Context: an optimization exercise on an open-source flow, tuned for small area. The choices shown serve that exercise and are no tape-out recipe.
The RTL was checked by simulation tests, not by an equivalence proof against the original design.
Power is estimated from default activity; no workload was simulated.

fjord:
==> flow/design.v (excerpt) <==
module tron_top
(
	input				clk,
	input				rst,
	input				keyboard_intr,
	input [7:0]		keyboard_data,
	input				game_tick_intr,
	input				stack_overflow_intr,
	output			imem_en,
	output [11:0]	imem_addr,
	input [31:0]	imem_rdata,
	output			dmem_en,
	output			dmem_we,
	output [11:0]	dmem_addr,
	output [31:0]	dmem_wdata,
	input [31:0]	dmem_rdata,
	output			BGTTWrite,
	output			BGATWrite,
	output [9:0]	BGWrite_addr,
	output [7:0]	BGWrite_data,
	output [3:0]	OAMWrite,
	output [5:0]	OAMWrite_addr,
	output [31:0]	OAMWrite_data,
	output			interrupt_return
);
Size in the first run: ~4500 cells after synthesis, about 1500 flip-flops, ~200 I/O pins, ~59000 µm² of cells after synthesis.
==> flow/config.mk <==
export PLATFORM = sky130hd
export DESIGN_NAME = tron_top
export DESIGN_NICKNAME = tron_top
export VERILOG_FILES = /design/flow/design.v
export SDC_FILE = /design/flow/constraint.sdc
export NUM_CORES = 4
export LEC_CHECK = 0
export CAP_MARGIN = 20
export CORE_MARGIN = 2
export CORE_UTILIZATION = 60
export SLEW_MARGIN = 20
==> flow/constraint.sdc <==
create_clock -name core_clock -period 22.0 [get_ports {clk}]
set_input_delay 4.4000 -clock core_clock [delete_from_list [all_inputs] [get_ports {clk}]]
set_output_delay 4.4000 -clock core_clock [all_outputs]
set_load 0.01 [all_outputs]
standard.sh (not shown) runs the stock make flow with config.mk's settings and CLKGATE_MAP_FILE= SYNTH_SCRIPT=/design/flow/synth_recipe.tcl, a recipe that flattens the netlist after the stock synthesis.
==> flow/flow/run.sh <==
#!/bin/bash
# The standard layout (standard.sh), with these changes:
#  - synthesis maps the logic with an area-oriented ABC script (flow/synth.tcl,
#    flow/abc_area.script); otherwise it is synth_recipe.tcl unchanged;
#  - each port gets the smallest buffer cell (buf_1) instead of clkdlybuf4s50_1;
#  - the clock tree uses clkbuf_8 buffers, clusters of up to 14 sinks within
#    70 um, and no dummy loads.
# The full output of the layout goes to standard.log in the work folder; the
# ORFS logs of each step are under orfs/logs/.
set -euo pipefail
cd "$(dirname "$0")/.."
WORK=$(pwd)
export FLOW_SYNTH_TCL="$WORK/synth_recipe.tcl"
export FLOW_ABC_SCRIPT="$WORK/flow/abc_area.script"
export BUFFER_PORTS_ARGS="-buffer_cell sky130_fd_sc_hd__buf_1"
export CTS_ARGS="-sink_clustering_enable -repair_clock_nets -dont_use_dummy_load -buf_list sky130_fd_sc_hd__clkbuf_8 -sink_clustering_size 14 -sink_clustering_max_diameter 70"
# standard.sh with only its synthesis script replaced
sed "s|SYNTH_SCRIPT=[^ ]*|SYNTH_SCRIPT=$WORK/flow/synth.tcl|" standard.sh > own_standard.sh
grep -q "SYNTH_SCRIPT=$WORK/flow/synth.tcl" own_standard.sh
bash own_standard.sh finish > standard.log 2>&1
==> flow/flow/abc_area.script <==
strash
dc2
&get -n
&dch -f
&nf -R 1000
&put
==> flow/flow/synth.tcl <==
# The standard flow's synthesis script (synth_recipe.tcl in the work folder), with ABC run
# on an area-oriented script (flow/abc_area.script) instead of ORFS's speed
# script. ABC only maps the combinational logic, so the registers are the
# standard synthesis's.
proc abc {args} {
  set i [lsearch -exact $args -script]
  if {$i >= 0} { lset args [expr {$i + 1}] $::env(FLOW_ABC_SCRIPT) }
  yosys abc {*}$args
}
source $::env(FLOW_SYNTH_TCL)
[inputs] pepper vs fjord
--- a/flow/design.v
+++ b/flow/design.v
@@ -75,18 +75,13 @@
    wire carry = c[32] ^ op_sub;
    function [31:0] rev(input [31:0] x);
       integer k;
       for (k = 0; k < 32; k = k + 1) rev[k] = x[31-k];
    endfunction
    wire [31:0] sh_in  = op_sll ? ALU_in1 : rev(ALU_in1);
-   wire [4:0]  s = ALU_in2[4:0];
-   wire [31:0] y1 = s[4] ? {sh_in[15:0], 16'b0} : sh_in;
-   wire [31:0] y2 = s[3] ? {y1[23:0], 8'b0} : y1;
-   wire [31:0] y3 = s[2] ? {y2[27:0], 4'b0} : y2;
-   wire [31:0] y4 = s[1] ? {y3[29:0], 2'b0} : y3;
-   wire [31:0] sh_l = s[0] ? {y4[30:0], 1'b0} : y4;
+   wire [31:0] sh_l   = sh_in << ALU_in2[4:0];
    wire [31:0] t = p ^ (c[31:0] & {32{op_arith}});
    assign ALU_out = ({32{op_arith|op_xor}} & t) | ({32{op_and}} & g) | ({32{op_nand}} & ~g) | ({32{op_or}} & (p|g))
                   | ({32{op_sll}} & sh_l) | ({32{op_srl}} & rev(sh_l));
    assign ALU_done = op_arith | op_and | op_nand | op_xor | op_or | op_shift;
    assign N = ALU_out[31];
    assign Z = ALU_done & (ALU_out == 32'd0);
@@ -389,14 +384,14 @@
 output reg [1:0] 	alu_src;			 
 output reg			RegWrite;		 
 output reg			MemWrite;		 
 output reg			OAMWrite;		 
 output reg			MemRead;			 
 output reg [4:0] 	opcode_out;		 
-always @(opcode_in) begin
-	if (&opcode_in) begin
+always @(rst, opcode_in) begin
+	if (rst | &opcode_in) begin
 		call				= 1'b0;
 		ret				= 1'b0;
 		branch			= 1'b0;
 		branch_cond		= 2'b11;
 		push				= 1'b0;
 		pop				= 1'b0;
==> notes.md <==
pepper vs fjord — worst supply voltage drop on vdd climbed by more than 10%
Of pepper and fjord, it is pepper that has the lower total power density per cell area.
Of pepper and fjord, the lower final standard cell utilization of the core belongs to fjord.
fjord reports its cell with the largest stage delay on the worst path as sky130_fd_sc_hd__nor3_1 while pepper reports sky130_fd_sc_hd__mux2i_1.
pepper against fjord: setup skew after layout increased by 0.031 ns relative to the old numbers, combinational fraction of design power decreased by 6.7 points relative to the old numbers, routed length on met3 increased by 4.7% relative to the old numbers, die height closely matched the old numbers.
